Background: an optimization exercise with open tools, aiming at small area. Do not read the settings as production practice. Where RTL was checked, it was by simulation tests only, not by an equivalence proof against the original. The RTL of run 2 was laid out without a check of its function.

## flow/design.v (module list and top-level ports; edited modules follow where they fit)
// module cordic_sin_cos: 2232 lines
// module cordic_dds: 173 lines
module cordic_dds (
  input             clk,
  input             rst_n,
  input             cfg_vld,
  input      [31:0] cfg_freq_word,
  input      [31:0] cfg_phase_word,
  output reg        sig_vld_o,
  output     [15:0] sin_o,
  output     [15:0] cos_o
);
  // ...
==> flow/flow/run.sh <==
#!/bin/bash
# Layout flow: the standard ORFS flow (standard.sh), with these changes:
#  - clock tree synthesis uses clkbuf_4 buffers in clusters of at most 10 sinks within
#    50 um, and inserts no dummy loads;
#  - the port buffers are buf_1 cells.
# Everything else (floorplan, power grid, tap cells, placement, routing, repair) is the
# standard flow. The full output of the ORFS run goes to standard.log in this work
# folder, and each ORFS step keeps its own log under orfs/logs/.
set -o pipefail
bash standard.sh \
  SYNTH_ARGS=-noabc \
  "CTS_ARGS=-sink_clustering_enable -repair_clock_nets -dont_use_dummy_load -buf_list {sky130_fd_sc_hd__clkbuf_2 sky130_fd_sc_hd__clkbuf_4} -sink_clustering_size 10 -sink_clustering_max_diameter 50" \
  "BUFFER_PORTS_ARGS=-buffer_cell sky130_fd_sc_hd__buf_1" \
  finish > standard.log 2>&1
==> flow/standard.sh <==
#!/bin/bash
# synth_recipe.tcl (not shown) runs the flow's synth.tcl, then flattens the netlist and writes it again
# the make line also repeats each setting of config.mk as NAME=value (left out here)
make -C /OpenROAD-flow-scripts/flow DESIGN_CONFIG=/design/flow/config.mk WORK_HOME=/design/flow/orfs CLKGATE_MAP_FILE= SYNTH_SCRIPT=/design/flow/synth_recipe.tcl "${@:-finish}"
==> flow/config.mk <==
export PLATFORM = sky130hd
export DESIGN_NAME = cordic_dds
export DESIGN_NICKNAME = cordic_dds
export VERILOG_FILES = /design/flow/design.v
export SDC_FILE = /design/flow/constraint.sdc
export NUM_CORES = 4
export LEC_CHECK = 0
export ABC_AREA = 1
export CAP_MARGIN = 20
export CORE_MARGIN = 2
export CORE_UTILIZATION = 65
export SLEW_MARGIN = 20
==> flow/constraint.sdc <==
create_clock -name core_clock -period 5.0 [get_ports {clk}]
set_input_delay 1.0000 -clock core_clock [delete_from_list [all_inputs] [get_ports {clk}]]
set_output_delay 1.0000 -clock core_clock [all_outputs]
set_load 0.01 [all_outputs]
==> metrics.md, run 1 <==
| Metric | Value |
|---|---|
| Biggest area contributors in the synthesized netlist | dfxtp_1 37%, fa_1 16%, xor2_1 11% |
| Worst hold margin | 0.246 ns |
| Worst-Margin Slew | 0.893 ns |
| Min-delay src | u_cordic.s_r2 |
| # clock sinks | 746 |
| Number of cells upsized or downsized after cts | 2 |
| Largest registers in the final layout | add_freq_wd: 32 flops, phase_accum: 32 flops |
| Share of the clock period used by the worst path after layout | 96.7% |
| Number of warning messages in the yosys log | 2 |
| Depth of the most critical reg-to-reg path | 20 |
| Overall die height | 240 um |
| Final hold violation count | 0 |
| Required time at the worst-slack endpoint | 5.69 ns |
| Clock tree from TritonCTS | yes |
| Detail Route met3 WL | 3250 um |
| Number of buffers created by CTS | 86 |
| Initial Util | 65.8% |
| Worst clock skew | 0.0999 ns |
| Total number of multi-input combinational cells | 2461 |
| Yosys top cell area share | 37.3% |
| Status | complete, no violations |
| Area Growth Syn to Fin | 5.75% |
| Number of fill cells | 4262 |
| Total number of vias | 23.8k |
| Capturing element of the worst setup path | u_cordic.x_9[19] |
| Gate count of the mapped netlist | 3650 |
==> inputs of run 2 (changes only) <==
--- a/flow/design.v
+++ b/flow/design.v
@@ -54,7 +54,7 @@
   assign zn_2_s1[6] = z_1[13] ^ z_1[17] ^ zn_2_k1[6];
   assign zn_2_k1[7] = (z_1[13] & z_1[17]) | (zn_2_k1[6] & (z_1[13] ^ z_1[17]));
   wire [7:0] zn_2_p1;
-  assign zn_2_p1[0] = 1'b1;
+  assign zn_2_p1[0] = zn_2_c0;
   assign zn_2_p1[1] = zn_2_p1[0] & zn_2_s1[0];
   assign zn_2_p1[2] = zn_2_p1[1] & zn_2_s1[1];
   assign zn_2_p1[3] = zn_2_p1[2] & zn_2_s1[2];
@@ -62,8 +62,8 @@
   assign zn_2_p1[5] = zn_2_p1[4] & zn_2_s1[4];
   assign zn_2_p1[6] = zn_2_p1[5] & zn_2_s1[5];
   assign zn_2_p1[7] = zn_2_p1[6] & zn_2_s1[6];
-  assign zn_2[13:7] = zn_2_s1 ^ (zn_2_p1[6:0] & {7{zn_2_c0}});
-  wire zn_2_c1 = zn_2_k1[7] | (zn_2_c0 & zn_2_p1[7]);
+  assign zn_2[13:7] = zn_2_s1 ^ zn_2_p1[6:0];
+  wire zn_2_c1 = zn_2_k1[7] | (zn_2_c0 & (&zn_2_s1));
   wire [4:0] zn_2_k2;
   wire [3:0] zn_2_s2;
   assign zn_2_k2[0] = 1'b0;
@@ -76,12 +76,12 @@
   assign zn_2_s2[3] = z_1[17] ^ zp_1 ^ zn_2_k2[3];
   assign zn_2_k2[4] = (z_1[17] & zp_1) | (zn_2_k2[3] & (z_1[17] ^ zp_1));
   wire [4:0] zn_2_p2;
-  assign zn_2_p2[0] = 1'b1;
+  assign zn_2_p2[0] = zn_2_c1;
   assign zn_2_p2[1] = zn_2_p2[0] & zn_2_s2[0];
   assign zn_2_p2[2] = zn_2_p2[1] & zn_2_s2[1];
   assign zn_2_p2[3] = zn_2_p2[2] & zn_2_s2[2];
   assign zn_2_p2[4] = zn_2_p2[3] & zn_2_s2[3];
-  assign zn_2[17:14] = zn_2_s2 ^ (zn_2_p2[3:0] & {4{zn_2_c1}});
+  assign zn_2[17:14] = zn_2_s2 ^ zn_2_p2[3:0];
   reg [17:0] z_2;
   reg zp_2;
   always @(posedge clk) zp_2 <= ~zn_2[17];
@@ -125,7 +125,7 @@
   assign zn_3_s1[6] = z_2[13] ^ zp_2 ^ zn_3_k1[6];
   assign zn_3_k1[7] = (z_2[13] & zp_2) | (zn_3_k1[6] & (z_2[13] ^ zp_2));
   wire [7:0] zn_3_p1;
-  assign zn_3_p1[0] = 1'b1;
+  assign zn_3_p1[0] = zn_3_c0;
   assign zn_3_p1[1] = zn_3_p1[0] & zn_3_s1[0];
   assign zn_3_p1[2] = zn_3_p1[1] & zn_3_s1[1];
   assign zn_3_p1[3] = zn_3_p1[2] & zn_3_s1[2];
@@ -133,8 +133,8 @@
   assign zn_3_p1[5] = zn_3_p1[4] & zn_3_s1[4];
   assign zn_3_p1[6] = zn_3_p1[5] & zn_3_s1[5];
   assign zn_3_p1[7] = zn_3_p1[6] & zn_3_s1[6];
-  assign zn_3[13:7] = zn_3_s1 ^ (zn_3_p1[6:0] & {7{zn_3_c0}});
-  wire zn_3_c1 = zn_3_k1[7] | (zn_3_c0 & zn_3_p1[7]);
+  assign zn_3[13:7] = zn_3_s1 ^ zn_3_p1[6:0];
+  wire zn_3_c1 = zn_3_k1[7] | (zn_3_c0 & (&zn_3_s1));
   wire [3:0] zn_3_k2;
   wire [2:0] zn_3_s2;
   assign zn_3_k2[0] = 1'b0;
@@ -145,11 +145,11 @@
   assign zn_3_s2[2] = z_2[16] ^ zp_2 ^ zn_3_k2[2];
   assign zn_3_k2[3] = (z_2[16] & zp_2) | (zn_3_k2[2] & (z_2[16] ^ zp_2));
   wire [3:0] zn_3_p2;
-  assign zn_3_p2[0] = 1'b1;
+  assign zn_3_p2[0] = zn_3_c1;
   assign zn_3_p2[1] = zn_3_p2[0] & zn_3_s2[0];
   assign zn_3_p2[2] = zn_3_p2[1] & zn_3_s2[1];
   assign zn_3_p2[3] = zn_3_p2[2] & zn_3_s2[2];
-  assign zn_3[16:14] = zn_3_s2 ^ (zn_3_p2[2:0] & {3{zn_3_c1}});
+  assign zn_3[16:14] = zn_3_s2 ^ zn_3_p2[2:0];
   reg [16:0] z_3;
   reg zp_3;
   always @(posedge clk) zp_3 <= ~zn_3[16];
@@ -193,7 +193,7 @@
   assign zn_4_s1[6] = z_3[13] ^ zp_3 ^ zn_4_k1[6];
   assign zn_4_k1[7] = (z_3[13] & zp_3) | (zn_4_k1[6] & (z_3[13] ^ zp_3));
   wire [7:0] zn_4_p1;
-  assign zn_4_p1[0] = 1'b1;
+  assign zn_4_p1[0] = zn_4_c0;
   assign zn_4_p1[1] = zn_4_p1[0] & zn_4_s1[0];
   assign zn_4_p1[2] = zn_4_p1[1] & zn_4_s1[1];
   assign zn_4_p1[3] = zn_4_p1[2] & zn_4_s1[2];
@@ -201,8 +201,8 @@
   assign zn_4_p1[5] = zn_4_p1[4] & zn_4_s1[4];
   assign zn_4_p1[6] = zn_4_p1[5] & zn_4_s1[5];
   assign zn_4_p1[7] = zn_4_p1[6] & zn_4_s1[6];
-  assign zn_4[13:7] = zn_4_s1 ^ (zn_4_p1[6:0] & {7{zn_4_c0}});
-  wire zn_4_c1 = zn_4_k1[7] | (zn_4_c0 & zn_4_p1[7]);
+  assign zn_4[13:7] = zn_4_s1 ^ zn_4_p1[6:0];
+  wire zn_4_c1 = zn_4_k1[7] | (zn_4_c0 & (&zn_4_s1));
   wire [2:0] zn_4_k2;
   wire [1:0] zn_4_s2;
   assign zn_4_k2[0] = 1'b0;
@@ -211,10 +211,10 @@
   assign zn_4_s2[1] = z_3[15] ^ zp_3 ^ zn_4_k2[1];
   assign zn_4_k2[2] = (z_3[15] & zp_3) | (zn_4_k2[1] & (z_3[15] ^ zp_3));
   wire [2:0] zn_4_p2;
-  assign zn_4_p2[0] = 1'b1;
+  assign zn_4_p2[0] = zn_4_c1;
   assign zn_4_p2[1] = zn_4_p2[0] & zn_4_s2[0];
   assign zn_4_p2[2] = zn_4_p2[1] & zn_4_s2[1];
-  assign zn_4[15:14] = zn_4_s2 ^ (zn_4_p2[1:0] & {2{zn_4_c1}});
+  assign zn_4[15:14] = zn_4_s2 ^ zn_4_p2[1:0];
   reg [15:0] z_4;
   reg zp_4;
   always @(posedge clk) zp_4 <= ~zn_4[15];
@@ -258,7 +258,7 @@
   assign zn_5_s1[6] = z_4[13] ^ z_4[15] ^ zn_5_k1[6];
   assign zn_5_k1[7] = (z_4[13] & z_4[15]) | (zn_5_k1[6] & (z_4[13] ^ z_4[15]));
   wire [7:0] zn_5_p1;
-  assign zn_5_p1[0] = 1'b1;
+  assign zn_5_p1[0] = zn_5_c0;
   assign zn_5_p1[1] = zn_5_p1[0] & zn_5_s1[0];
   assign zn_5_p1[2] = zn_5_p1[1] & zn_5_s1[1];
   assign zn_5_p1[3] = zn_5_p1[2] & zn_5_s1[2];
@@ -266,17 +266,17 @@
   assign zn_5_p1[5] = zn_5_p1[4] & zn_5_s1[4];
   assign zn_5_p1[6] = zn_5_p1[5] & zn_5_s1[5];
   assign zn_5_p1[7] = zn_5_p1[6] & zn_5_s1[6];
-  assign zn_5[13:7] = zn_5_s1 ^ (zn_5_p1[6:0] & {7{zn_5_c0}});
-  wire zn_5_c1 = zn_5_k1[7] | (zn_5_c0 & zn_5_p1[7]);
+  assign zn_5[13:7] = zn_5_s1 ^ zn_5_p1[6:0];
+  wire zn_5_c1 = zn_5_k1[7] | (zn_5_c0 & (&zn_5_s1));
   wire [1:0] zn_5_k2;
   wire [0:0] zn_5_s2;
   assign zn_5_k2[0] = 1'b0;
   assign zn_5_s2[0] = z_4[14] ^ zp_4 ^ zn_5_k2[0];
   assign zn_5_k2[1] = (z_4[14] & zp_4) | (zn_5_k2[0] & (z_4[14] ^ zp_4));
   wire [1:0] zn_5_p2;
-  assign zn_5_p2[0] = 1'b1;
+  assign zn_5_p2[0] = zn_5_c1;
   assign zn_5_p2[1] = zn_5_p2[0] & zn_5_s2[0];
-  assign zn_5[14:14] = zn_5_s2 ^ (zn_5_p2[0:0] & {1{zn_5_c1}});
+  assign zn_5[14:14] = zn_5_s2 ^ zn_5_p2[0:0];
   reg [14:0] z_5;
   reg zp_5;
   always @(posedge clk) zp_5 <= ~zn_5[14];
@@ -320,7 +320,7 @@
   assign zn_6_s1[6] = z_5[13] ^ zp_5 ^ zn_6_k1[6];
   assign zn_6_k1[7] = (z_5[13] & zp_5) | (zn_6_k1[6] & (z_5[13] ^ zp_5));
   wire [7:0] zn_6_p1;
-  assign zn_6_p1[0] = 1'b1;
+  assign zn_6_p1[0] = zn_6_c0;
   assign zn_6_p1[1] = zn_6_p1[0] & zn_6_s1[0];
   assign zn_6_p1[2] = zn_6_p1[1] & zn_6_s1[1];
   assign zn_6_p1[3] = zn_6_p1[2] & zn_6_s1[2];
@@ -328,7 +328,7 @@
   assign zn_6_p1[5] = zn_6_p1[4] & zn_6_s1[4];
   assign zn_6_p1[6] = zn_6_p1[5] & zn_6_s1[5];
   assign zn_6_p1[7] = zn_6_p1[6] & zn_6_s1[6];
-  assign zn_6[13:7] = zn_6_s1 ^ (zn_6_p1[6:0] & {7{zn_6_c0}});
+  assign zn_6[13:7] = zn_6_s1 ^ zn_6_p1[6:0];
   reg [13:0] z_6;
   reg zp_6;
   always @(posedge clk) zp_6 <= ~zn_6[13];
@@ -370,14 +370,14 @@
   assign zn_7_s1[5] = z_6[12] ^ zp_6 ^ zn_7_k1[5];
   assign zn_7_k1[6] = (z_6[12] & zp_6) | (zn_7_k1[5] & (z_6[12] ^ zp_6));
   wire [6:0] zn_7_p1;
-  assign zn_7_p1[0] = 1'b1;
+  assign zn_7_p1[0] = zn_7_c0;
   assign zn_7_p1[1] = zn_7_p1[0] & zn_7_s1[0];
   assign zn_7_p1[2] = zn_7_p1[1] & zn_7_s1[1];
   assign zn_7_p1[3] = zn_7_p1[2] & zn_7_s1[2];
   assign zn_7_p1[4] = zn_7_p1[3] & zn_7_s1[3];
   assign zn_7_p1[5] = zn_7_p1[4] & zn_7_s1[4];
   assign zn_7_p1[6] = zn_7_p1[5] & zn_7_s1[5];
-  assign zn_7[12:7] = zn_7_s1 ^ (zn_7_p1[5:0] & {6{zn_7_c0}});
+  assign zn_7[12:7] = zn_7_s1 ^ zn_7_p1[5:0];
   reg [12:0] z_7;
   reg zp_7;
   always @(posedge clk) zp_7 <= ~zn_7[12];
@@ -417,13 +417,13 @@
   assign zn_8_s1[4] = z_7[11] ^ zp_7 ^ zn_8_k1[4];
   assign zn_8_k1[5] = (z_7[11] & zp_7) | (zn_8_k1[4] & (z_7[11] ^ zp_7));
   wire [5:0] zn_8_p1;
-  assign zn_8_p1[0] = 1'b1;
+  assign zn_8_p1[0] = zn_8_c0;
   assign zn_8_p1[1] = zn_8_p1[0] & zn_8_s1[0];
   assign zn_8_p1[2] = zn_8_p1[1] & zn_8_s1[1];
   assign zn_8_p1[3] = zn_8_p1[2] & zn_8_s1[2];
   assign zn_8_p1[4] = zn_8_p1[3] & zn_8_s1[3];
   assign zn_8_p1[5] = zn_8_p1[4] & zn_8_s1[4];
-  assign zn_8[11:7] = zn_8_s1 ^ (zn_8_p1[4:0] & {5{zn_8_c0}});
+  assign zn_8[11:7] = zn_8_s1 ^ zn_8_p1[4:0];
   reg [11:0] z_8;
   reg zp_8;
   always @(posedge clk) zp_8 <= ~zn_8[11];
@@ -461,12 +461,12 @@
   assign zn_9_s1[3] = z_8[10] ^ zp_8 ^ zn_9_k1[3];
   assign zn_9_k1[4] = (z_8[10] & zp_8) | (zn_9_k1[3] & (z_8[10] ^ zp_8));
   wire [4:0] zn_9_p1;
-  assign zn_9_p1[0] = 1'b1;
+  assign zn_9_p1[0] = zn_9_c0;
   assign zn_9_p1[1] = zn_9_p1[0] & zn_9_s1[0];
   assign zn_9_p1[2] = zn_9_p1[1] & zn_9_s1[1];
   assign zn_9_p1[3] = zn_9_p1[2] & zn_9_s1[2];
   assign zn_9_p1[4] = zn_9_p1[3] & zn_9_s1[3];
-  assign zn_9[10:7] = zn_9_s1 ^ (zn_9_p1[3:0] & {4{zn_9_c0}});
+  assign zn_9[10:7] = zn_9_s1 ^ zn_9_p1[3:0];
   reg [10:0] z_9;
   reg zp_9;
   always @(posedge clk) zp_9 <= ~zn_9[10];
@@ -502,11 +502,11 @@
   assign zn_10_s1[2] = z_9[9] ^ zp_9 ^ zn_10_k1[2];
   assign zn_10_k1[3] = (z_9[9] & zp_9) | (zn_10_k1[2] & (z_9[9] ^ zp_9));
   wire [3:0] zn_10_p1;
-  assign zn_10_p1[0] = 1'b1;
+  assign zn_10_p1[0] = zn_10_c0;
   assign zn_10_p1[1] = zn_10_p1[0] & zn_10_s1[0];
   assign zn_10_p1[2] = zn_10_p1[1] & zn_10_s1[1];
   assign zn_10_p1[3] = zn_10_p1[2] & zn_10_s1[2];
-  assign zn_10[9:7] = zn_10_s1 ^ (zn_10_p1[2:0] & {3{zn_10_c0}});
+  assign zn_10[9:7] = zn_10_s1 ^ zn_10_p1[2:0];
   reg [9:0] z_10;
   reg zp_10;
   always @(posedge clk) zp_10 <= ~zn_10[9];
@@ -540,10 +540,10 @@
   assign zn_11_s1[1] = z_10[8] ^ zp_10 ^ zn_11_k1[1];
   assign zn_11_k1[2] = (z_10[8] & zp_10) | (zn_11_k1[1] & (z_10[8] ^ zp_10));
   wire [2:0] zn_11_p1;
-  assign zn_11_p1[0] = 1'b1;
+  assign zn_11_p1[0] = zn_11_c0;
   assign zn_11_p1[1] = zn_11_p1[0] & zn_11_s1[0];
   assign zn_11_p1[2] = zn_11_p1[1] & zn_11_s1[1];
-  assign zn_11[8:7] = zn_11_s1 ^ (zn_11_p1[1:0] & {2{zn_11_c0}});
+  assign zn_11[8:7] = zn_11_s1 ^ zn_11_p1[1:0];
   reg [8:0] z_11;
   reg zp_11;
   always @(posedge clk) zp_11 <= ~zn_11[8];
@@ -575,9 +575,9 @@
   assign zn_12_s1[0] = z_11[7] ^ zp_11 ^ zn_12_k1[0];
   assign zn_12_k1[1] = (z_11[7] & zp_11) | (zn_12_k1[0] & (z_11[7] ^ zp_11));
   wire [1:0] zn_12_p1;
-  assign zn_12_p1[0] = 1'b1;
+  assign zn_12_p1[0] = zn_12_c0;
   assign zn_12_p1[1] = zn_12_p1[0] & zn_12_s1[0];
-  assign zn_12[7:7] = zn_12_s1 ^ (zn_12_p1[0:0] & {1{zn_12_c0}});
+  assign zn_12[7:7] = zn_12_s1 ^ zn_12_p1[0:0];
   reg [7:0] z_12;
   reg zp_12;
   always @(posedge clk) zp_12 <= ~zn_12[7];
@@ -721,14 +721,14 @@
   assign xn_7_lo_s1[4] = x_6[9] ^ (y_6[15] ^ ~d_7_r8) ^ xn_7_lo_k1[4];
   assign xn_7_lo_k1[5] = (x_6[9] & (y_6[15] ^ ~d_7_r8)) | (xn_7_lo_k1[4] & (x_6[9] ^ (y_6[15] ^ ~d_7_r8)));
   wire [5:0] xn_7_lo_p1;
-  assign xn_7_lo_p1[0] = 1'b1;
+  assign xn_7_lo_p1[0] = xn_7_lo_c0;
   assign xn_7_lo_p1[1] = xn_7_lo_p1[0] & xn_7_lo_s1[0];
   assign xn_7_lo_p1[2] = xn_7_lo_p1[1] & xn_7_lo_s1[1];
   assign xn_7_lo_p1[3] = xn_7_lo_p1[2] & xn_7_lo_s1[2];
   assign xn_7_lo_p1[4] = xn_7_lo_p1[3] & xn_7_lo_s1[3];
   assign xn_7_lo_p1[5] = xn_7_lo_p1[4] & xn_7_lo_s1[4];
-  assign xn_7_lo[9:5] = xn_7_lo_s1 ^ (xn_7_lo_p1[4:0] & {5{xn_7_lo_c0}});
-  wire xn_7_lo_c1 = xn_7_lo_k1[5] | (xn_7_lo_c0 & xn_7_lo_p1[5]);
+  assign xn_7_lo[9:5] = xn_7_lo_s1 ^ xn_7_lo_p1[4:0];
+  wire xn_7_lo_c1 = xn_7_lo_k1[5] | (xn_7_lo_c0 & (&xn_7_lo_s1));
   wire [3:0] xn_7_lo_k2;
   wire [2:0] xn_7_lo_s2;
   assign xn_7_lo_k2[0] = 1'b0;
@@ -739,12 +739,12 @@
   assign xn_7_lo_s2[2] = x_6[12] ^ (y_6[18] ^ ~d_7_r8) ^ xn_7_lo_k2[2];
   assign xn_7_lo_k2[3] = (x_6[12] & (y_6[18] ^ ~d_7_r8)) | (xn_7_lo_k2[2] & (x_6[12] ^ (y_6[18] ^ ~d_7_r8)));
   wire [3:0] xn_7_lo_p2;
-  assign xn_7_lo_p2[0] = 1'b1;
+  assign xn_7_lo_p2[0] = xn_7_lo_c1;
   assign xn_7_lo_p2[1] = xn_7_lo_p2[0] & xn_7_lo_s2[0];
   assign xn_7_lo_p2[2] = xn_7_lo_p2[1] & xn_7_lo_s2[1];
   assign xn_7_lo_p2[3] = xn_7_lo_p2[2] & xn_7_lo_s2[2];
-  assign xn_7_lo[12:10] = xn_7_lo_s2 ^ (xn_7_lo_p2[2:0] & {3{xn_7_lo_c1}});
-  wire xn_7_lo_c2 = xn_7_lo_k2[3] | (xn_7_lo_c1 & xn_7_lo_p2[3]);
+  assign xn_7_lo[12:10] = xn_7_lo_s2 ^ xn_7_lo_p2[2:0];
+  wire xn_7_lo_c2 = xn_7_lo_k2[3] | (xn_7_lo_c1 & (&xn_7_lo_s2));
   wire xn_7_bs = (y_6[19] ^ ~d_7_r8);
   wire xn_7_t = xn_7_lo_c2 ^ xn_7_bs;
   wire [19:0] xn_7;
@@ -803,14 +803,14 @@
   assign yn_7_lo_s1[4] = y_6[9] ^ (x_6[15] ^ d_7_r8) ^ yn_7_lo_k1[4];
   assign yn_7_lo_k1[5] = (y_6[9] & (x_6[15] ^ d_7_r8)) | (yn_7_lo_k1[4] & (y_6[9] ^ (x_6[15] ^ d_7_r8)));
   wire [5:0] yn_7_lo_p1;
-  assign yn_7_lo_p1[0] = 1'b1;
+  assign yn_7_lo_p1[0] = yn_7_lo_c0;
   assign yn_7_lo_p1[1] = yn_7_lo_p1[0] & yn_7_lo_s1[0];
   assign yn_7_lo_p1[2] = yn_7_lo_p1[1] & yn_7_lo_s1[1];
   assign yn_7_lo_p1[3] = yn_7_lo_p1[2] & yn_7_lo_s1[2];
   assign yn_7_lo_p1[4] = yn_7_lo_p1[3] & yn_7_lo_s1[3];
   assign yn_7_lo_p1[5] = yn_7_lo_p1[4] & yn_7_lo_s1[4];
-  assign yn_7_lo[9:5] = yn_7_lo_s1 ^ (yn_7_lo_p1[4:0] & {5{yn_7_lo_c0}});
-  wire yn_7_lo_c1 = yn_7_lo_k1[5] | (yn_7_lo_c0 & yn_7_lo_p1[5]);
+  assign yn_7_lo[9:5] = yn_7_lo_s1 ^ yn_7_lo_p1[4:0];
+  wire yn_7_lo_c1 = yn_7_lo_k1[5] | (yn_7_lo_c0 & (&yn_7_lo_s1));
   wire [3:0] yn_7_lo_k2;
   wire [2:0] yn_7_lo_s2;
   assign yn_7_lo_k2[0] = 1'b0;
@@ -821,12 +821,12 @@
   assign yn_7_lo_s2[2] = y_6[12] ^ (x_6[18] ^ d_7_r8) ^ yn_7_lo_k2[2];
   assign yn_7_lo_k2[3] = (y_6[12] & (x_6[18] ^ d_7_r8)) | (yn_7_lo_k2[2] & (y_6[12] ^ (x_6[18] ^ d_7_r8)));
   wire [3:0] yn_7_lo_p2;
-  assign yn_7_lo_p2[0] = 1'b1;
+  assign yn_7_lo_p2[0] = yn_7_lo_c1;
   assign yn_7_lo_p2[1] = yn_7_lo_p2[0] & yn_7_lo_s2[0];
   assign yn_7_lo_p2[2] = yn_7_lo_p2[1] & yn_7_lo_s2[1];
   assign yn_7_lo_p2[3] = yn_7_lo_p2[2] & yn_7_lo_s2[2];
-  assign yn_7_lo[12:10] = yn_7_lo_s2 ^ (yn_7_lo_p2[2:0] & {3{yn_7_lo_c1}});
-  wire yn_7_lo_c2 = yn_7_lo_k2[3] | (yn_7_lo_c1 & yn_7_lo_p2[3]);
+  assign yn_7_lo[12:10] = yn_7_lo_s2 ^ yn_7_lo_p2[2:0];
+  wire yn_7_lo_c2 = yn_7_lo_k2[3] | (yn_7_lo_c1 & (&yn_7_lo_s2));
   wire yn_7_bs = (x_6[19] ^ d_7_r8);
   wire yn_7_t = yn_7_lo_c2 ^ yn_7_bs;
   wire [19:0] yn_7;
@@ -887,14 +887,14 @@
   assign xn_8_lo_s1[4] = x_7[9] ^ (y_7[16] ^ ~d_8_r9) ^ xn_8_lo_k1[4];
   assign xn_8_lo_k1[5] = (x_7[9] & (y_7[16] ^ ~d_8_r9)) | (xn_8_lo_k1[4] & (x_7[9] ^ (y_7[16] ^ ~d_8_r9)));
   wire [5:0] xn_8_lo_p1;
-  assign xn_8_lo_p1[0] = 1'b1;
+  assign xn_8_lo_p1[0] = xn_8_lo_c0;
   assign xn_8_lo_p1[1] = xn_8_lo_p1[0] & xn_8_lo_s1[0];
   assign xn_8_lo_p1[2] = xn_8_lo_p1[1] & xn_8_lo_s1[1];
   assign xn_8_lo_p1[3] = xn_8_lo_p1[2] & xn_8_lo_s1[2];
   assign xn_8_lo_p1[4] = xn_8_lo_p1[3] & xn_8_lo_s1[3];
   assign xn_8_lo_p1[5] = xn_8_lo_p1[4] & xn_8_lo_s1[4];
-  assign xn_8_lo[9:5] = xn_8_lo_s1 ^ (xn_8_lo_p1[4:0] & {5{xn_8_lo_c0}});
-  wire xn_8_lo_c1 = xn_8_lo_k1[5] | (xn_8_lo_c0 & xn_8_lo_p1[5]);
+  assign xn_8_lo[9:5] = xn_8_lo_s1 ^ xn_8_lo_p1[4:0];
+  wire xn_8_lo_c1 = xn_8_lo_k1[5] | (xn_8_lo_c0 & (&xn_8_lo_s1));
   wire [2:0] xn_8_lo_k2;
   wire [1:0] xn_8_lo_s2;
   assign xn_8_lo_k2[0] = 1'b0;
@@ -903,11 +903,11 @@
   assign xn_8_lo_s2[1] = x_7[11] ^ (y_7[18] ^ ~d_8_r9) ^ xn_8_lo_k2[1];
   assign xn_8_lo_k2[2] = (x_7[11] & (y_7[18] ^ ~d_8_r9)) | (xn_8_lo_k2[1] & (x_7[11] ^ (y_7[18] ^ ~d_8_r9)));
   wire [2:0] xn_8_lo_p2;
-  assign xn_8_lo_p2[0] = 1'b1;
+  assign xn_8_lo_p2[0] = xn_8_lo_c1;
   assign xn_8_lo_p2[1] = xn_8_lo_p2[0] & xn_8_lo_s2[0];
   assign xn_8_lo_p2[2] = xn_8_lo_p2[1] & xn_8_lo_s2[1];
-  assign xn_8_lo[11:10] = xn_8_lo_s2 ^ (xn_8_lo_p2[1:0] & {2{xn_8_lo_c1}});
-  wire xn_8_lo_c2 = xn_8_lo_k2[2] | (xn_8_lo_c1 & xn_8_lo_p2[2]);
+  assign xn_8_lo[11:10] = xn_8_lo_s2 ^ xn_8_lo_p2[1:0];
+  wire xn_8_lo_c2 = xn_8_lo_k2[2] | (xn_8_lo_c1 & (&xn_8_lo_s2));
   wire xn_8_bs = (y_7[19] ^ ~d_8_r9);
   wire xn_8_t = xn_8_lo_c2 ^ xn_8_bs;
   wire [19:0] xn_8;
@@ -969,14 +969,14 @@
   assign yn_8_lo_s1[4] = y_7[9] ^ (x_7[16] ^ d_8_r9) ^ yn_8_lo_k1[4];
   assign yn_8_lo_k1[5] = (y_7[9] & (x_7[16] ^ d_8_r9)) | (yn_8_lo_k1[4] & (y_7[9] ^ (x_7[16] ^ d_8_r9)));
   wire [5:0] yn_8_lo_p1;
-  assign yn_8_lo_p1[0] = 1'b1;
+  assign yn_8_lo_p1[0] = yn_8_lo_c0;
   assign yn_8_lo_p1[1] = yn_8_lo_p1[0] & yn_8_lo_s1[0];
   assign yn_8_lo_p1[2] = yn_8_lo_p1[1] & yn_8_lo_s1[1];
   assign yn_8_lo_p1[3] = yn_8_lo_p1[2] & yn_8_lo_s1[2];
   assign yn_8_lo_p1[4] = yn_8_lo_p1[3] & yn_8_lo_s1[3];
   assign yn_8_lo_p1[5] = yn_8_lo_p1[4] & yn_8_lo_s1[4];
-  assign yn_8_lo[9:5] = yn_8_lo_s1 ^ (yn_8_lo_p1[4:0] & {5{yn_8_lo_c0}});
-  wire yn_8_lo_c1 = yn_8_lo_k1[5] | (yn_8_lo_c0 & yn_8_lo_p1[5]);
+  assign yn_8_lo[9:5] = yn_8_lo_s1 ^ yn_8_lo_p1[4:0];
+  wire yn_8_lo_c1 = yn_8_lo_k1[5] | (yn_8_lo_c0 & (&yn_8_lo_s1));
   wire [2:0] yn_8_lo_k2;
   wire [1:0] yn_8_lo_s2;
   assign yn_8_lo_k2[0] = 1'b0;
@@ -985,11 +985,11 @@
   assign yn_8_lo_s2[1] = y_7[11] ^ (x_7[18] ^ d_8_r9) ^ yn_8_lo_k2[1];
   assign yn_8_lo_k2[2] = (y_7[11] & (x_7[18] ^ d_8_r9)) | (yn_8_lo_k2[1] & (y_7[11] ^ (x_7[18] ^ d_8_r9)));
   wire [2:0] yn_8_lo_p2;
-  assign yn_8_lo_p2[0] = 1'b1;
+  assign yn_8_lo_p2[0] = yn_8_lo_c1;
   assign yn_8_lo_p2[1] = yn_8_lo_p2[0] & yn_8_lo_s2[0];
   assign yn_8_lo_p2[2] = yn_8_lo_p2[1] & yn_8_lo_s2[1];
-  assign yn_8_lo[11:10] = yn_8_lo_s2 ^ (yn_8_lo_p2[1:0] & {2{yn_8_lo_c1}});
-  wire yn_8_lo_c2 = yn_8_lo_k2[2] | (yn_8_lo_c1 & yn_8_lo_p2[2]);
+  assign yn_8_lo[11:10] = yn_8_lo_s2 ^ yn_8_lo_p2[1:0];
+  wire yn_8_lo_c2 = yn_8_lo_k2[2] | (yn_8_lo_c1 & (&yn_8_lo_s2));
   wire yn_8_bs = (x_7[19] ^ d_8_r9);
   wire yn_8_t = yn_8_lo_c2 ^ yn_8_bs;
   wire [19:0] yn_8;
@@ -1053,24 +1053,24 @@
   assign xn_9_lo_s1[4] = x_8[9] ^ (y_8[17] ^ ~d_9_r10) ^ xn_9_lo_k1[4];
   assign xn_9_lo_k1[5] = (x_8[9] & (y_8[17] ^ ~d_9_r10)) | (xn_9_lo_k1[4] & (x_8[9] ^ (y_8[17] ^ ~d_9_r10)));
   wire [5:0] xn_9_lo_p1;
-  assign xn_9_lo_p1[0] = 1'b1;
+  assign xn_9_lo_p1[0] = xn_9_lo_c0;
   assign xn_9_lo_p1[1] = xn_9_lo_p1[0] & xn_9_lo_s1[0];
   assign xn_9_lo_p1[2] = xn_9_lo_p1[1] & xn_9_lo_s1[1];
   assign xn_9_lo_p1[3] = xn_9_lo_p1[2] & xn_9_lo_s1[2];
   assign xn_9_lo_p1[4] = xn_9_lo_p1[3] & xn_9_lo_s1[3];
   assign xn_9_lo_p1[5] = xn_9_lo_p1[4] & xn_9_lo_s1[4];
-  assign xn_9_lo[9:5] = xn_9_lo_s1 ^ (xn_9_lo_p1[4:0] & {5{xn_9_lo_c0}});
-  wire xn_9_lo_c1 = xn_9_lo_k1[5] | (xn_9_lo_c0 & xn_9_lo_p1[5]);
+  assign xn_9_lo[9:5] = xn_9_lo_s1 ^ xn_9_lo_p1[4:0];
+  wire xn_9_lo_c1 = xn_9_lo_k1[5] | (xn_9_lo_c0 & (&xn_9_lo_s1));
   wire [1:0] xn_9_lo_k2;
   wire [0:0] xn_9_lo_s2;
   assign xn_9_lo_k2[0] = 1'b0;
   assign xn_9_lo_s2[0] = x_8[10] ^ (y_8[18] ^ ~d_9_r10) ^ xn_9_lo_k2[0];
   assign xn_9_lo_k2[1] = (x_8[10] & (y_8[18] ^ ~d_9_r10)) | (xn_9_lo_k2[0] & (x_8[10] ^ (y_8[18] ^ ~d_9_r10)));
   wire [1:0] xn_9_lo_p2;
-  assign xn_9_lo_p2[0] = 1'b1;
+  assign xn_9_lo_p2[0] = xn_9_lo_c1;
   assign xn_9_lo_p2[1] = xn_9_lo_p2[0] & xn_9_lo_s2[0];
-  assign xn_9_lo[10:10] = xn_9_lo_s2 ^ (xn_9_lo_p2[0:0] & {1{xn_9_lo_c1}});
-  wire xn_9_lo_c2 = xn_9_lo_k2[1] | (xn_9_lo_c1 & xn_9_lo_p2[1]);
+  assign xn_9_lo[10:10] = xn_9_lo_s2 ^ xn_9_lo_p2[0:0];
+  wire xn_9_lo_c2 = xn_9_lo_k2[1] | (xn_9_lo_c1 & (&xn_9_lo_s2));
   wire xn_9_bs = (y_8[19] ^ ~d_9_r10);
   wire xn_9_t = xn_9_lo_c2 ^ xn_9_bs;
   wire [19:0] xn_9;
@@ -1135,24 +1135,24 @@
   assign yn_9_lo_s1[4] = y_8[9] ^ (x_8[17] ^ d_9_r10) ^ yn_9_lo_k1[4];
   assign yn_9_lo_k1[5] = (y_8[9] & (x_8[17] ^ d_9_r10)) | (yn_9_lo_k1[4] & (y_8[9] ^ (x_8[17] ^ d_9_r10)));
   wire [5:0] yn_9_lo_p1;
-  assign yn_9_lo_p1[0] = 1'b1;
+  assign yn_9_lo_p1[0] = yn_9_lo_c0;
   assign yn_9_lo_p1[1] = yn_9_lo_p1[0] & yn_9_lo_s1[0];
   assign yn_9_lo_p1[2] = yn_9_lo_p1[1] & yn_9_lo_s1[1];
   assign yn_9_lo_p1[3] = yn_9_lo_p1[2] & yn_9_lo_s1[2];
   assign yn_9_lo_p1[4] = yn_9_lo_p1[3] & yn_9_lo_s1[3];
   assign yn_9_lo_p1[5] = yn_9_lo_p1[4] & yn_9_lo_s1[4];
-  assign yn_9_lo[9:5] = yn_9_lo_s1 ^ (yn_9_lo_p1[4:0] & {5{yn_9_lo_c0}});
-  wire yn_9_lo_c1 = yn_9_lo_k1[5] | (yn_9_lo_c0 & yn_9_lo_p1[5]);
+  assign yn_9_lo[9:5] = yn_9_lo_s1 ^ yn_9_lo_p1[4:0];
+  wire yn_9_lo_c1 = yn_9_lo_k1[5] | (yn_9_lo_c0 & (&yn_9_lo_s1));
   wire [1:0] yn_9_lo_k2;
   wire [0:0] yn_9_lo_s2;
   assign yn_9_lo_k2[0] = 1'b0;
   assign yn_9_lo_s2[0] = y_8[10] ^ (x_8[18] ^ d_9_r10) ^ yn_9_lo_k2[0];
   assign yn_9_lo_k2[1] = (y_8[10] & (x_8[18] ^ d_9_r10)) | (yn_9_lo_k2[0] & (y_8[10] ^ (x_8[18] ^ d_9_r10)));
   wire [1:0] yn_9_lo_p2;
-  assign yn_9_lo_p2[0] = 1'b1;
+  assign yn_9_lo_p2[0] = yn_9_lo_c1;
   assign yn_9_lo_p2[1] = yn_9_lo_p2[0] & yn_9_lo_s2[0];
-  assign yn_9_lo[10:10] = yn_9_lo_s2 ^ (yn_9_lo_p2[0:0] & {1{yn_9_lo_c1}});
-  wire yn_9_lo_c2 = yn_9_lo_k2[1] | (yn_9_lo_c1 & yn_9_lo_p2[1]);
+  assign yn_9_lo[10:10] = yn_9_lo_s2 ^ yn_9_lo_p2[0:0];
+  wire yn_9_lo_c2 = yn_9_lo_k2[1] | (yn_9_lo_c1 & (&yn_9_lo_s2));
   wire yn_9_bs = (x_8[19] ^ d_9_r10);
   wire yn_9_t = yn_9_lo_c2 ^ yn_9_bs;
   wire [19:0] yn_9;
@@ -1219,14 +1219,14 @@
   assign xn_10_lo_s1[4] = x_9[9] ^ (y_9[18] ^ ~d_10_r11) ^ xn_10_lo_k1[4];
   assign xn_10_lo_k1[5] = (x_9[9] & (y_9[18] ^ ~d_10_r11)) | (xn_10_lo_k1[4] & (x_9[9] ^ (y_9[18] ^ ~d_10_r11)));
   wire [5:0] xn_10_lo_p1;
-  assign xn_10_lo_p1[0] = 1'b1;
+  assign xn_10_lo_p1[0] = xn_10_lo_c0;
   assign xn_10_lo_p1[1] = xn_10_lo_p1[0] & xn_10_lo_s1[0];
   assign xn_10_lo_p1[2] = xn_10_lo_p1[1] & xn_10_lo_s1[1];
   assign xn_10_lo_p1[3] = xn_10_lo_p1[2] & xn_10_lo_s1[2];
   assign xn_10_lo_p1[4] = xn_10_lo_p1[3] & xn_10_lo_s1[3];
   assign xn_10_lo_p1[5] = xn_10_lo_p1[4] & xn_10_lo_s1[4];
-  assign xn_10_lo[9:5] = xn_10_lo_s1 ^ (xn_10_lo_p1[4:0] & {5{xn_10_lo_c0}});
-  wire xn_10_lo_c1 = xn_10_lo_k1[5] | (xn_10_lo_c0 & xn_10_lo_p1[5]);
+  assign xn_10_lo[9:5] = xn_10_lo_s1 ^ xn_10_lo_p1[4:0];
+  wire xn_10_lo_c1 = xn_10_lo_k1[5] | (xn_10_lo_c0 & (&xn_10_lo_s1));
   wire xn_10_bs = (y_9[19] ^ ~d_10_r11);
   wire xn_10_t = xn_10_lo_c1 ^ xn_10_bs;
   wire [19:0] xn_10;
@@ -1294,14 +1294,14 @@
   assign yn_10_lo_s1[4] = y_9[9] ^ (x_9[18] ^ d_10_r11) ^ yn_10_lo_k1[4];
   assign yn_10_lo_k1[5] = (y_9[9] & (x_9[18] ^ d_10_r11)) | (yn_10_lo_k1[4] & (y_9[9] ^ (x_9[18] ^ d_10_r11)));
   wire [5:0] yn_10_lo_p1;
-  assign yn_10_lo_p1[0] = 1'b1;
+  assign yn_10_lo_p1[0] = yn_10_lo_c0;
   assign yn_10_lo_p1[1] = yn_10_lo_p1[0] & yn_10_lo_s1[0];
   assign yn_10_lo_p1[2] = yn_10_lo_p1[1] & yn_10_lo_s1[1];
   assign yn_10_lo_p1[3] = yn_10_lo_p1[2] & yn_10_lo_s1[2];
   assign yn_10_lo_p1[4] = yn_10_lo_p1[3] & yn_10_lo_s1[3];
   assign yn_10_lo_p1[5] = yn_10_lo_p1[4] & yn_10_lo_s1[4];
-  assign yn_10_lo[9:5] = yn_10_lo_s1 ^ (yn_10_lo_p1[4:0] & {5{yn_10_lo_c0}});
-  wire yn_10_lo_c1 = yn_10_lo_k1[5] | (yn_10_lo_c0 & yn_10_lo_p1[5]);
+  assign yn_10_lo[9:5] = yn_10_lo_s1 ^ yn_10_lo_p1[4:0];
+  wire yn_10_lo_c1 = yn_10_lo_k1[5] | (yn_10_lo_c0 & (&yn_10_lo_s1));
   wire yn_10_bs = (x_9[19] ^ d_10_r11);
   wire yn_10_t = yn_10_lo_c1 ^ yn_10_bs;
   wire [19:0] yn_10;
@@ -1369,13 +1369,13 @@
   assign xn_11_lo_s1[3] = x_10[8] ^ (y_10[18] ^ ~d_11_r12) ^ xn_11_lo_k1[3];
   assign xn_11_lo_k1[4] = (x_10[8] & (y_10[18] ^ ~d_11_r12)) | (xn_11_lo_k1[3] & (x_10[8] ^ (y_10[18] ^ ~d_11_r12)));
   wire [4:0] xn_11_lo_p1;
-  assign xn_11_lo_p1[0] = 1'b1;
+  assign xn_11_lo_p1[0] = xn_11_lo_c0;
   assign xn_11_lo_p1[1] = xn_11_lo_p1[0] & xn_11_lo_s1[0];
   assign xn_11_lo_p1[2] = xn_11_lo_p1[1] & xn_11_lo_s1[1];
   assign xn_11_lo_p1[3] = xn_11_lo_p1[2] & xn_11_lo_s1[2];
   assign xn_11_lo_p1[4] = xn_11_lo_p1[3] & xn_11_lo_s1[3];
-  assign xn_11_lo[8:5] = xn_11_lo_s1 ^ (xn_11_lo_p1[3:0] & {4{xn_11_lo_c0}});
-  wire xn_11_lo_c1 = xn_11_lo_k1[4] | (xn_11_lo_c0 & xn_11_lo_p1[4]);
+  assign xn_11_lo[8:5] = xn_11_lo_s1 ^ xn_11_lo_p1[3:0];
+  wire xn_11_lo_c1 = xn_11_lo_k1[4] | (xn_11_lo_c0 & (&xn_11_lo_s1));
   wire xn_11_bs = (y_10[19] ^ ~d_11_r12);
   wire xn_11_t = xn_11_lo_c1 ^ xn_11_bs;
   wire [19:0] xn_11;
@@ -1444,13 +1444,13 @@
   assign yn_11_lo_s1[3] = y_10[8] ^ (x_10[18] ^ d_11_r12) ^ yn_11_lo_k1[3];
   assign yn_11_lo_k1[4] = (y_10[8] & (x_10[18] ^ d_11_r12)) | (yn_11_lo_k1[3] & (y_10[8] ^ (x_10[18] ^ d_11_r12)));
   wire [4:0] yn_11_lo_p1;
-  assign yn_11_lo_p1[0] = 1'b1;
+  assign yn_11_lo_p1[0] = yn_11_lo_c0;
   assign yn_11_lo_p1[1] = yn_11_lo_p1[0] & yn_11_lo_s1[0];
   assign yn_11_lo_p1[2] = yn_11_lo_p1[1] & yn_11_lo_s1[1];
   assign yn_11_lo_p1[3] = yn_11_lo_p1[2] & yn_11_lo_s1[2];
   assign yn_11_lo_p1[4] = yn_11_lo_p1[3] & yn_11_lo_s1[3];
-  assign yn_11_lo[8:5] = yn_11_lo_s1 ^ (yn_11_lo_p1[3:0] & {4{yn_11_lo_c0}});
-  wire yn_11_lo_c1 = yn_11_lo_k1[4] | (yn_11_lo_c0 & yn_11_lo_p1[4]);
+  assign yn_11_lo[8:5] = yn_11_lo_s1 ^ yn_11_lo_p1[3:0];
+  wire yn_11_lo_c1 = yn_11_lo_k1[4] | (yn_11_lo_c0 & (&yn_11_lo_s1));
   wire yn_11_bs = (x_10[19] ^ d_11_r12);
   wire yn_11_t = yn_11_lo_c1 ^ yn_11_bs;
   wire [19:0] yn_11;
@@ -1519,12 +1519,12 @@
   assign xn_12_lo_s1[2] = x_11[7] ^ (y_11[18] ^ ~d_12_r13) ^ xn_12_lo_k1[2];
   assign xn_12_lo_k1[3] = (x_11[7] & (y_11[18] ^ ~d_12_r13)) | (xn_12_lo_k1[2] & (x_11[7] ^ (y_11[18] ^ ~d_12_r13)));
   wire [3:0] xn_12_lo_p1;
-  assign xn_12_lo_p1[0] = 1'b1;
+  assign xn_12_lo_p1[0] = xn_12_lo_c0;
   assign xn_12_lo_p1[1] = xn_12_lo_p1[0] & xn_12_lo_s1[0];
   assign xn_12_lo_p1[2] = xn_12_lo_p1[1] & xn_12_lo_s1[1];
   assign xn_12_lo_p1[3] = xn_12_lo_p1[2] & xn_12_lo_s1[2];
-  assign xn_12_lo[7:5] = xn_12_lo_s1 ^ (xn_12_lo_p1[2:0] & {3{xn_12_lo_c0}});
-  wire xn_12_lo_c1 = xn_12_lo_k1[3] | (xn_12_lo_c0 & xn_12_lo_p1[3]);
+  assign xn_12_lo[7:5] = xn_12_lo_s1 ^ xn_12_lo_p1[2:0];
+  wire xn_12_lo_c1 = xn_12_lo_k1[3] | (xn_12_lo_c0 & (&xn_12_lo_s1));
   wire xn_12_bs = (y_11[19] ^ ~d_12_r13);
   wire xn_12_t = xn_12_lo_c1 ^ xn_12_bs;
   wire [19:0] xn_12;
@@ -1594,12 +1594,12 @@
   assign yn_12_lo_s1[2] = y_11[7] ^ (x_11[18] ^ d_12_r13) ^ yn_12_lo_k1[2];
   assign yn_12_lo_k1[3] = (y_11[7] & (x_11[18] ^ d_12_r13)) | (yn_12_lo_k1[2] & (y_11[7] ^ (x_11[18] ^ d_12_r13)));
   wire [3:0] yn_12_lo_p1;
-  assign yn_12_lo_p1[0] = 1'b1;
+  assign yn_12_lo_p1[0] = yn_12_lo_c0;
   assign yn_12_lo_p1[1] = yn_12_lo_p1[0] & yn_12_lo_s1[0];
   assign yn_12_lo_p1[2] = yn_12_lo_p1[1] & yn_12_lo_s1[1];
   assign yn_12_lo_p1[3] = yn_12_lo_p1[2] & yn_12_lo_s1[2];
-  assign yn_12_lo[7:5] = yn_12_lo_s1 ^ (yn_12_lo_p1[2:0] & {3{yn_12_lo_c0}});
-  wire yn_12_lo_c1 = yn_12_lo_k1[3] | (yn_12_lo_c0 & yn_12_lo_p1[3]);
+  assign yn_12_lo[7:5] = yn_12_lo_s1 ^ yn_12_lo_p1[2:0];
+  wire yn_12_lo_c1 = yn_12_lo_k1[3] | (yn_12_lo_c0 & (&yn_12_lo_s1));
   wire yn_12_bs = (x_11[19] ^ d_12_r13);
   wire yn_12_t = yn_12_lo_c1 ^ yn_12_bs;
   wire [19:0] yn_12;
@@ -1669,11 +1669,11 @@
   assign xn_13_lo_s1[1] = x_12[6] ^ (y_12[18] ^ ~d_13_r14) ^ xn_13_lo_k1[1];
   assign xn_13_lo_k1[2] = (x_12[6] & (y_12[18] ^ ~d_13_r14)) | (xn_13_lo_k1[1] & (x_12[6] ^ (y_12[18] ^ ~d_13_r14)));
   wire [2:0] xn_13_lo_p1;
-  assign xn_13_lo_p1[0] = 1'b1;
+  assign xn_13_lo_p1[0] = xn_13_lo_c0;
   assign xn_13_lo_p1[1] = xn_13_lo_p1[0] & xn_13_lo_s1[0];
   assign xn_13_lo_p1[2] = xn_13_lo_p1[1] & xn_13_lo_s1[1];
-  assign xn_13_lo[6:5] = xn_13_lo_s1 ^ (xn_13_lo_p1[1:0] & {2{xn_13_lo_c0}});
-  wire xn_13_lo_c1 = xn_13_lo_k1[2] | (xn_13_lo_c0 & xn_13_lo_p1[2]);
+  assign xn_13_lo[6:5] = xn_13_lo_s1 ^ xn_13_lo_p1[1:0];
+  wire xn_13_lo_c1 = xn_13_lo_k1[2] | (xn_13_lo_c0 & (&xn_13_lo_s1));
   wire xn_13_bs = (y_12[19] ^ ~d_13_r14);
   wire xn_13_t = xn_13_lo_c1 ^ xn_13_bs;
   wire [19:0] xn_13;
@@ -1744,11 +1744,11 @@
   assign yn_13_lo_s1[1] = y_12[6] ^ (x_12[18] ^ d_13_r14) ^ yn_13_lo_k1[1];
   assign yn_13_lo_k1[2] = (y_12[6] & (x_12[18] ^ d_13_r14)) | (yn_13_lo_k1[1] & (y_12[6] ^ (x_12[18] ^ d_13_r14)));
   wire [2:0] yn_13_lo_p1;
-  assign yn_13_lo_p1[0] = 1'b1;
+  assign yn_13_lo_p1[0] = yn_13_lo_c0;
   assign yn_13_lo_p1[1] = yn_13_lo_p1[0] & yn_13_lo_s1[0];
   assign yn_13_lo_p1[2] = yn_13_lo_p1[1] & yn_13_lo_s1[1];
-  assign yn_13_lo[6:5] = yn_13_lo_s1 ^ (yn_13_lo_p1[1:0] & {2{yn_13_lo_c0}});
-  wire yn_13_lo_c1 = yn_13_lo_k1[2] | (yn_13_lo_c0 & yn_13_lo_p1[2]);
+  assign yn_13_lo[6:5] = yn_13_lo_s1 ^ yn_13_lo_p1[1:0];
+  wire yn_13_lo_c1 = yn_13_lo_k1[2] | (yn_13_lo_c0 & (&yn_13_lo_s1));
   wire yn_13_bs = (x_12[19] ^ d_13_r14);
   wire yn_13_t = yn_13_lo_c1 ^ yn_13_bs;
   wire [19:0] yn_13;
@@ -1819,10 +1819,10 @@
   assign xn_14_lo_s1[0] = x_13[5] ^ (y_13[18] ^ ~d_14_r15) ^ xn_14_lo_k1[0];
   assign xn_14_lo_k1[1] = (x_13[5] & (y_13[18] ^ ~d_14_r15)) | (xn_14_lo_k1[0] & (x_13[5] ^ (y_13[18] ^ ~d_14_r15)));
   wire [1:0] xn_14_lo_p1;
-  assign xn_14_lo_p1[0] = 1'b1;
+  assign xn_14_lo_p1[0] = xn_14_lo_c0;
   assign xn_14_lo_p1[1] = xn_14_lo_p1[0] & xn_14_lo_s1[0];
-  assign xn_14_lo[5:5] = xn_14_lo_s1 ^ (xn_14_lo_p1[0:0] & {1{xn_14_lo_c0}});
-  wire xn_14_lo_c1 = xn_14_lo_k1[1] | (xn_14_lo_c0 & xn_14_lo_p1[1]);
+  assign xn_14_lo[5:5] = xn_14_lo_s1 ^ xn_14_lo_p1[0:0];
+  wire xn_14_lo_c1 = xn_14_lo_k1[1] | (xn_14_lo_c0 & (&xn_14_lo_s1));
   wire xn_14_bs = (y_13[19] ^ ~d_14_r15);
   wire xn_14_t = xn_14_lo_c1 ^ xn_14_bs;
   wire [19:0] xn_14;
@@ -1894,10 +1894,10 @@
   assign yn_14_lo_s1[0] = y_13[5] ^ (x_13[18] ^ d_14_r15) ^ yn_14_lo_k1[0];
   assign yn_14_lo_k1[1] = (y_13[5] & (x_13[18] ^ d_14_r15)) | (yn_14_lo_k1[0] & (y_13[5] ^ (x_13[18] ^ d_14_r15)));
   wire [1:0] yn_14_lo_p1;
-  assign yn_14_lo_p1[0] = 1'b1;
+  assign yn_14_lo_p1[0] = yn_14_lo_c0;
   assign yn_14_lo_p1[1] = yn_14_lo_p1[0] & yn_14_lo_s1[0];
-  assign yn_14_lo[5:5] = yn_14_lo_s1 ^ (yn_14_lo_p1[0:0] & {1{yn_14_lo_c0}});
-  wire yn_14_lo_c1 = yn_14_lo_k1[1] | (yn_14_lo_c0 & yn_14_lo_p1[1]);
+  assign yn_14_lo[5:5] = yn_14_lo_s1 ^ yn_14_lo_p1[0:0];
+  wire yn_14_lo_c1 = yn_14_lo_k1[1] | (yn_14_lo_c0 & (&yn_14_lo_s1));
   wire yn_14_bs = (x_13[19] ^ d_14_r15);
   wire yn_14_t = yn_14_lo_c1 ^ yn_14_bs;
   wire [19:0] yn_14;
@@ -2273,14 +2273,14 @@
   assign acc_sum_s1[4] = phase_accum[9] ^ add_freq_wd[9] ^ acc_sum_k1[4];
   assign acc_sum_k1[5] = (phase_accum[9] & add_freq_wd[9]) | (acc_sum_k1[4] & (phase_accum[9] ^ add_freq_wd[9]));
   wire [5:0] acc_sum_p1;
-  assign acc_sum_p1[0] = 1'b1;
+  assign acc_sum_p1[0] = acc_sum_c0;
   assign acc_sum_p1[1] = acc_sum_p1[0] & acc_sum_s1[0];
   assign acc_sum_p1[2] = acc_sum_p1[1] & acc_sum_s1[1];
   assign acc_sum_p1[3] = acc_sum_p1[2] & acc_sum_s1[2];
   assign acc_sum_p1[4] = acc_sum_p1[3] & acc_sum_s1[3];
   assign acc_sum_p1[5] = acc_sum_p1[4] & acc_sum_s1[4];
-  assign acc_sum[9:5] = acc_sum_s1 ^ (acc_sum_p1[4:0] & {5{acc_sum_c0}});
-  wire acc_sum_c1 = acc_sum_k1[5] | (acc_sum_c0 & acc_sum_p1[5]);
+  assign acc_sum[9:5] = acc_sum_s1 ^ acc_sum_p1[4:0];
+  wire acc_sum_c1 = acc_sum_k1[5] | (acc_sum_c0 & (&acc_sum_s1));
   wire [5:0] acc_sum_k2;
   wire [4:0] acc_sum_s2;
   assign acc_sum_k2[0] = 1'b0;
@@ -2295,14 +2295,14 @@
   assign acc_sum_s2[4] = phase_accum[14] ^ add_freq_wd[14] ^ acc_sum_k2[4];
   assign acc_sum_k2[5] = (phase_accum[14] & add_freq_wd[14]) | (acc_sum_k2[4] & (phase_accum[14] ^ add_freq_wd[14]));
   wire [5:0] acc_sum_p2;
-  assign acc_sum_p2[0] = 1'b1;
+  assign acc_sum_p2[0] = acc_sum_c1;
   assign acc_sum_p2[1] = acc_sum_p2[0] & acc_sum_s2[0];
   assign acc_sum_p2[2] = acc_sum_p2[1] & acc_sum_s2[1];
   assign acc_sum_p2[3] = acc_sum_p2[2] & acc_sum_s2[2];
   assign acc_sum_p2[4] = acc_sum_p2[3] & acc_sum_s2[3];
   assign acc_sum_p2[5] = acc_sum_p2[4] & acc_sum_s2[4];
-  assign acc_sum[14:10] = acc_sum_s2 ^ (acc_sum_p2[4:0] & {5{acc_sum_c1}});
-  wire acc_sum_c2 = acc_sum_k2[5] | (acc_sum_c1 & acc_sum_p2[5]);
+  assign acc_sum[14:10] = acc_sum_s2 ^ acc_sum_p2[4:0];
+  wire acc_sum_c2 = acc_sum_k2[5] | (acc_sum_c1 & (&acc_sum_s2));
   wire [5:0] acc_sum_k3;
   wire [4:0] acc_sum_s3;
   assign acc_sum_k3[0] = 1'b0;
@@ -2317,14 +2317,14 @@
   assign acc_sum_s3[4] = phase_accum[19] ^ add_freq_wd[19] ^ acc_sum_k3[4];
   assign acc_sum_k3[5] = (phase_accum[19] & add_freq_wd[19]) | (acc_sum_k3[4] & (phase_accum[19] ^ add_freq_wd[19]));
   wire [5:0] acc_sum_p3;
-  assign acc_sum_p3[0] = 1'b1;
+  assign acc_sum_p3[0] = acc_sum_c2;
   assign acc_sum_p3[1] = acc_sum_p3[0] & acc_sum_s3[0];
   assign acc_sum_p3[2] = acc_sum_p3[1] & acc_sum_s3[1];
   assign acc_sum_p3[3] = acc_sum_p3[2] & acc_sum_s3[2];
   assign acc_sum_p3[4] = acc_sum_p3[3] & acc_sum_s3[3];
   assign acc_sum_p3[5] = acc_sum_p3[4] & acc_sum_s3[4];
-  assign acc_sum[19:15] = acc_sum_s3 ^ (acc_sum_p3[4:0] & {5{acc_sum_c2}});
-  wire acc_sum_c3 = acc_sum_k3[5] | (acc_sum_c2 & acc_sum_p3[5]);
+  assign acc_sum[19:15] = acc_sum_s3 ^ acc_sum_p3[4:0];
+  wire acc_sum_c3 = acc_sum_k3[5] | (acc_sum_c2 & (&acc_sum_s3));
   wire [6:0] acc_sum_k4;
   wire [5:0] acc_sum_s4;
   assign acc_sum_k4[0] = 1'b0;
@@ -2341,15 +2341,15 @@
   assign acc_sum_s4[5] = phase_accum[25] ^ add_freq_wd[25] ^ acc_sum_k4[5];
   assign acc_sum_k4[6] = (phase_accum[25] & add_freq_wd[25]) | (acc_sum_k4[5] & (phase_accum[25] ^ add_freq_wd[25]));
   wire [6:0] acc_sum_p4;
-  assign acc_sum_p4[0] = 1'b1;
+  assign acc_sum_p4[0] = acc_sum_c3;
   assign acc_sum_p4[1] = acc_sum_p4[0] & acc_sum_s4[0];
   assign acc_sum_p4[2] = acc_sum_p4[1] & acc_sum_s4[1];
   assign acc_sum_p4[3] = acc_sum_p4[2] & acc_sum_s4[2];
   assign acc_sum_p4[4] = acc_sum_p4[3] & acc_sum_s4[3];
   assign acc_sum_p4[5] = acc_sum_p4[4] & acc_sum_s4[4];
   assign acc_sum_p4[6] = acc_sum_p4[5] & acc_sum_s4[5];
-  assign acc_sum[25:20] = acc_sum_s4 ^ (acc_sum_p4[5:0] & {6{acc_sum_c3}});
-  wire acc_sum_c4 = acc_sum_k4[6] | (acc_sum_c3 & acc_sum_p4[6]);
+  assign acc_sum[25:20] = acc_sum_s4 ^ acc_sum_p4[5:0];
+  wire acc_sum_c4 = acc_sum_k4[6] | (acc_sum_c3 & (&acc_sum_s4));
   wire [6:0] acc_sum_k5;
   wire [5:0] acc_sum_s5;
   assign acc_sum_k5[0] = 1'b0;
@@ -2366,14 +2366,14 @@
   assign acc_sum_s5[5] = phase_accum[31] ^ add_freq_wd[31] ^ acc_sum_k5[5];
   assign acc_sum_k5[6] = (phase_accum[31] & add_freq_wd[31]) | (acc_sum_k5[5] & (phase_accum[31] ^ add_freq_wd[31]));
   wire [6:0] acc_sum_p5;
-  assign acc_sum_p5[0] = 1'b1;
+  assign acc_sum_p5[0] = acc_sum_c4;
   assign acc_sum_p5[1] = acc_sum_p5[0] & acc_sum_s5[0];
   assign acc_sum_p5[2] = acc_sum_p5[1] & acc_sum_s5[1];
   assign acc_sum_p5[3] = acc_sum_p5[2] & acc_sum_s5[2];
   assign acc_sum_p5[4] = acc_sum_p5[3] & acc_sum_s5[3];
   assign acc_sum_p5[5] = acc_sum_p5[4] & acc_sum_s5[4];
   assign acc_sum_p5[6] = acc_sum_p5[5] & acc_sum_s5[5];
-  assign acc_sum[31:26] = acc_sum_s5 ^ (acc_sum_p5[5:0] & {6{acc_sum_c4}});
+  assign acc_sum[31:26] = acc_sum_s5 ^ acc_sum_p5[5:0];
   always @(posedge clk or negedge rst_n) begin
     if (!rst_n) begin
       phase_accum <= 32'd0;
--- a/flow/flow/run.sh
+++ b/flow/flow/run.sh
@@ -9,6 +9,6 @@
 set -o pipefail
 bash standard.sh \
   SYNTH_ARGS=-noabc \
-  "CTS_ARGS=-sink_clustering_enable -repair_clock_nets -dont_use_dummy_load -buf_list {sky130_fd_sc_hd__clkbuf_2 sky130_fd_sc_hd__clkbuf_4} -sink_clustering_size 10 -sink_clustering_max_diameter 50" \
+  "CTS_ARGS=-sink_clustering_enable -repair_clock_nets -dont_use_dummy_load -buf_list sky130_fd_sc_hd__clkbuf_4 -sink_clustering_size 10 -sink_clustering_max_diameter 50" \
   "BUFFER_PORTS_ARGS=-buffer_cell sky130_fd_sc_hd__buf_1" \
   finish > standard.log 2>&1
==> metrics.md, run 2 <==
| Metric | Value |
|---|---|
| Count of non-filler cells in the finished layout | 4300 (was 4556) |
| Total number of vias | 22.7k (was 23.8k) |
| Die Area | 57900 um2 (was 57800 um2) |
| Worst-Margin Slew | 0.960 ns (was 0.893 ns) |
| Rows | 86 (unchanged) |
| Worst-case register-to-register setup slack | 0.1 ns (was 0.16 ns) |
| Post-synthesis sequential area ratio | 42.0% (was 42.1%) |
| Post-synthesis cell type count | 69 (was 65) |
| Most instantiated cells after synthesis | 676 x dfxtp_1, 422 x nand2_1, 408 x xor2_1 (was 676 x dfxtp_1, 642 x nand2_1, 443 x xor2_1) |
| Maximum number of pins on one net before global-route repair | 71 (was 75) |
| First-pass DRT Iterations | 6 (was 5) |
| Number of buffers created by CTS | 88 (was 86) |
| RD Place Congestion | 0.940 (was 0.957) |
| Layout cell share with drive strength beyond 1 | 11.2% (was 7.72%) |
| Final hold violation count | 0 (unchanged) |
| Post-detailed-routing wire length | 74900 um (was 75000 um) |
| Required time at the worst-slack endpoint | 5.79 ns (was 5.69 ns) |
| Class of the worst hold path | register to register (unchanged) |
| Wire length of the first global-routing pass | 121000 um (was 123000 um) |
| Worst clock skew | 0.151 ns (was 0.0999 ns) |
| CTS Root Cell | clkbuf_4 (unchanged) |
| Final setup violation count | 0 (unchanged) |
| Synthesized net count | 3945 (was 4113) |
| Critical path peak fanout | 2 (was 4) |
| Hold Crit Depth | 0 (unchanged) |
| All-Layer GR Usage | 26.9% (was 27.1%) |
| Maximum buffer depth of the clock tree | 3 (unchanged) |
| Placement-stage cell area | 37700 um2 (about the same) |
| Min-delay src | u_cordic.z_0[18] (was u_cordic.s_r2) |
| Data arrival, critical path | 5.69 ns (was 5.53 ns) |
| I/O pin count | 100 (unchanged) |
| Worst setup path class | register to register (unchanged) |
| # port buffers | 99 (unchanged) |
| H-tree levels | 3 (unchanged) |
| Area Growth Syn to Fin | 5.85% (was 5.75%) |
| Number of warning messages in the yosys log | 2 (unchanged) |
| Biggest area contributors in the synthesized netlist | dfxtp_1 37%, fa_1 16%, xor2_1 9.8% (was dfxtp_1 37%, fa_1 16%, xor2_1 11%) |
| ANT nets after route | 0 (unchanged) |
| Clock transition time at the flip-flop clock pins of the worst setup and hold paths | 0.10 ns (was 0.11 ns) |
| Main synth FF type | dfxtp_1 (unchanged) |
| Normalized max-slew margin | 35.9% (was 40.4%) |
| Largest registers in the final layout | add_freq_wd: 32 flops, phase_accum: 32 flops (unchanged) |
| Cell taking the most area after synthesis | dfxtp_1 (unchanged) |
| Number of setup buffers added after CTS | 0 (unchanged) |
| Most common cell after layout, fill and taps aside | dfxtp_1 (unchanged) |
| Chip width | 241 um (was 240 um) |
| Depth of the most critical reg-to-reg path | 18 (was 20) |
| Time the final worst path needs with I/O delays and setup | 4.90 ns (was 4.84 ns) |
| Later-pin clock latency in the skew report | 0.89 ns (was 0.84 ns) |
| Yosys top cell area share | 37.2% (was 37.3%) |
| Overall die height | 241 um (was 240 um) |
| Flop and latch count out of synthesis | 746 (unchanged) |
| Critical path capture point type | register (unchanged) |
| Post-synthesis instance area | 36400 um2 (was 36300 um2) |
| Status | complete, no violations (unchanged) |
| Type of element launching the critical path | register (unchanged) |
| Count of unresolved DRC violations after routing | 0 (unchanged) |
| Nets | 4102 (was 4271) |
| # clock sinks | 746 (unchanged) |
| Routed wirelength normalized by instance count | 17.4 um (was 16.5 um) |
| Post-detailed-route via-to-cell ratio | 5.27 (was 5.23) |
| Initial Util | 65.9% (was 65.8%) |
| Maximum Capacitance Violations | 0 (unchanged) |
| Clock tree from TritonCTS | yes (unchanged) |
| Share of the clock period used by the worst path after layout | 98.0% (was 96.7%) |
| Maximum clock frequency | 204 MHz (was 207 MHz) |
| Gate count of the mapped netlist | 3395 (was 3650) |
| Final Cell Area | 38500 um2 (was 38400 um2) |
run 2: cell types whose count changed in the layout (fill, tap and decap cells not counted), sizes merged, moves of 37 or more:
cell,previous run,this run
ha,105,192
inv,359,302
nand2,664,456
mux2,8,69
nor2,221,184
run 2: layout make-up:
class	instances	area (um2)
multi-input cells	2269	19700
fillers	3990	16700
flip-flops and latches	746	15300
inverters	305	1150
well taps	748	936
repair buffers	142	722
clock buffers	88	661
diodes	2	5.00
run 2: cells by family (layout without fill, tap and decap cells):
| group | Yosys count | in the layout | synth area share [%] |
|---|---|---|---|
| AOI/OAI and AO/OA | 320 | 320 | 5.34 |
| xor gates and xnor gates | 553 | 553 | 13.4 |
| adders and majority gates | 483 | 483 | 22.6 |
| buffers and inverters | 380 | 535 | 4.12 |
| DFF | 746 | 746 | 42.0 |
| muxes | 71 | 71 | 2.19 |
| other | 0 | 2 | 0 |
| and+or+nand+nor | 842 | 842 | 10.3 |
run 2: per-layer routing:
metal / wire length [um] / up-vias / global-route usage, %
li1: - / 11100 / -
met1: 29800 / 10800 / 31.8
met2: 38000 / 545 / 48.0
met3: 3930 / 180 / 4.91
met4: 3130 / 0 / 11.7
met5: 0 / - / 0
run 2: worst max-delay path: stages, from the launching register on:
cell     delay (ns)
dfxtp_2        0.34
inv_1          0.04
ha_1           0.27
inv_1          0.05
ha_1           0.18
or2_2          0.29
fa_2           0.41
fa_2           0.42
fa_2           0.41
fa_2           0.38
fa_2           0.37
fa_2           0.39
ha_4           0.17
ha_1           0.20
ha_2           0.18
ha_2           0.17
ha_2           0.18
ha_1           0.20
xor2_1         0.14
run 2: worst max-delay path by stage:
stage,startpoint,end,slack [ns],cells past startpoint
after detailed placement,u_cordic.z_2[0],u_cordic.z_3[13],-0.24,18
after global routing,u_cordic.z_2[0],u_cordic.z_3[13],-0.02,18
after global placement,u_cordic.z_2[0],u_cordic.z_3[13],-0.12,18
after floorplan,u_cordic.zp_2,u_cordic.z_3[13],-0.02,17
final,u_cordic.z_2[0],u_cordic.z_3[13],0.1,18
after CTS,u_cordic.zp_3,u_cordic.z_4[13],0.009,14
run 2: repair_timing:
action / CTS / global route
hold buffers: 0 / 0
setup endpoints to repair: 12 / 26
pin swaps: 3 / 11
gates resized for setup: 13 / 33
run 2: stage by stage:
step | hold WS (ns) | setup WS (ns) | TNS [ns]
floorplan | 0.310 | -0.0202 | -0.0202
global placement | 0.310 | -0.117 | -0.177
finish | 0.256 | 0.0996 | 0
detailed placement | 0.312 | -0.241 | -0.983
global route | 0.252 | -0.0191 | -0.0376
CTS | 0.239 | 0.00904 | 0

separate check: timing with driven ports:
The results above use ideal ports. As a check the final layouts listed here were re-extracted and re-timed, cells and wires unchanged. Step 1 (the two cells are an assumption about what drives the block):
set clk [get_ports {clk}]
set_driving_cell -lib_cell sky130_fd_sc_hd__clkbuf_16 $clk
set_driving_cell -lib_cell sky130_fd_sc_hd__buf_2 [delete_from_list [all_inputs] $clk]
Step 2 also shifts input and output timing later by t, the mid clock arrival at the registers, as if the neighbouring blocks saw the same clock. Three values: ideal, step 1, step 2; two values: the first two.
run	shift t [ns]	setup slack, ns	hold slack, ns	worst setup path after step 2	clock arrival spread, ns
run 1	0.851	0.163 / 0.163 / 0.163	0.246 / 0.246 / 0.246	register to register	0.101 / 0.100
run 2	0.865	0.100 / 0.100 / 0.100	0.256 / 0.256 / 0.256	register to register	0.152 / 0.152
After both steps every run listed still meets setup and hold.
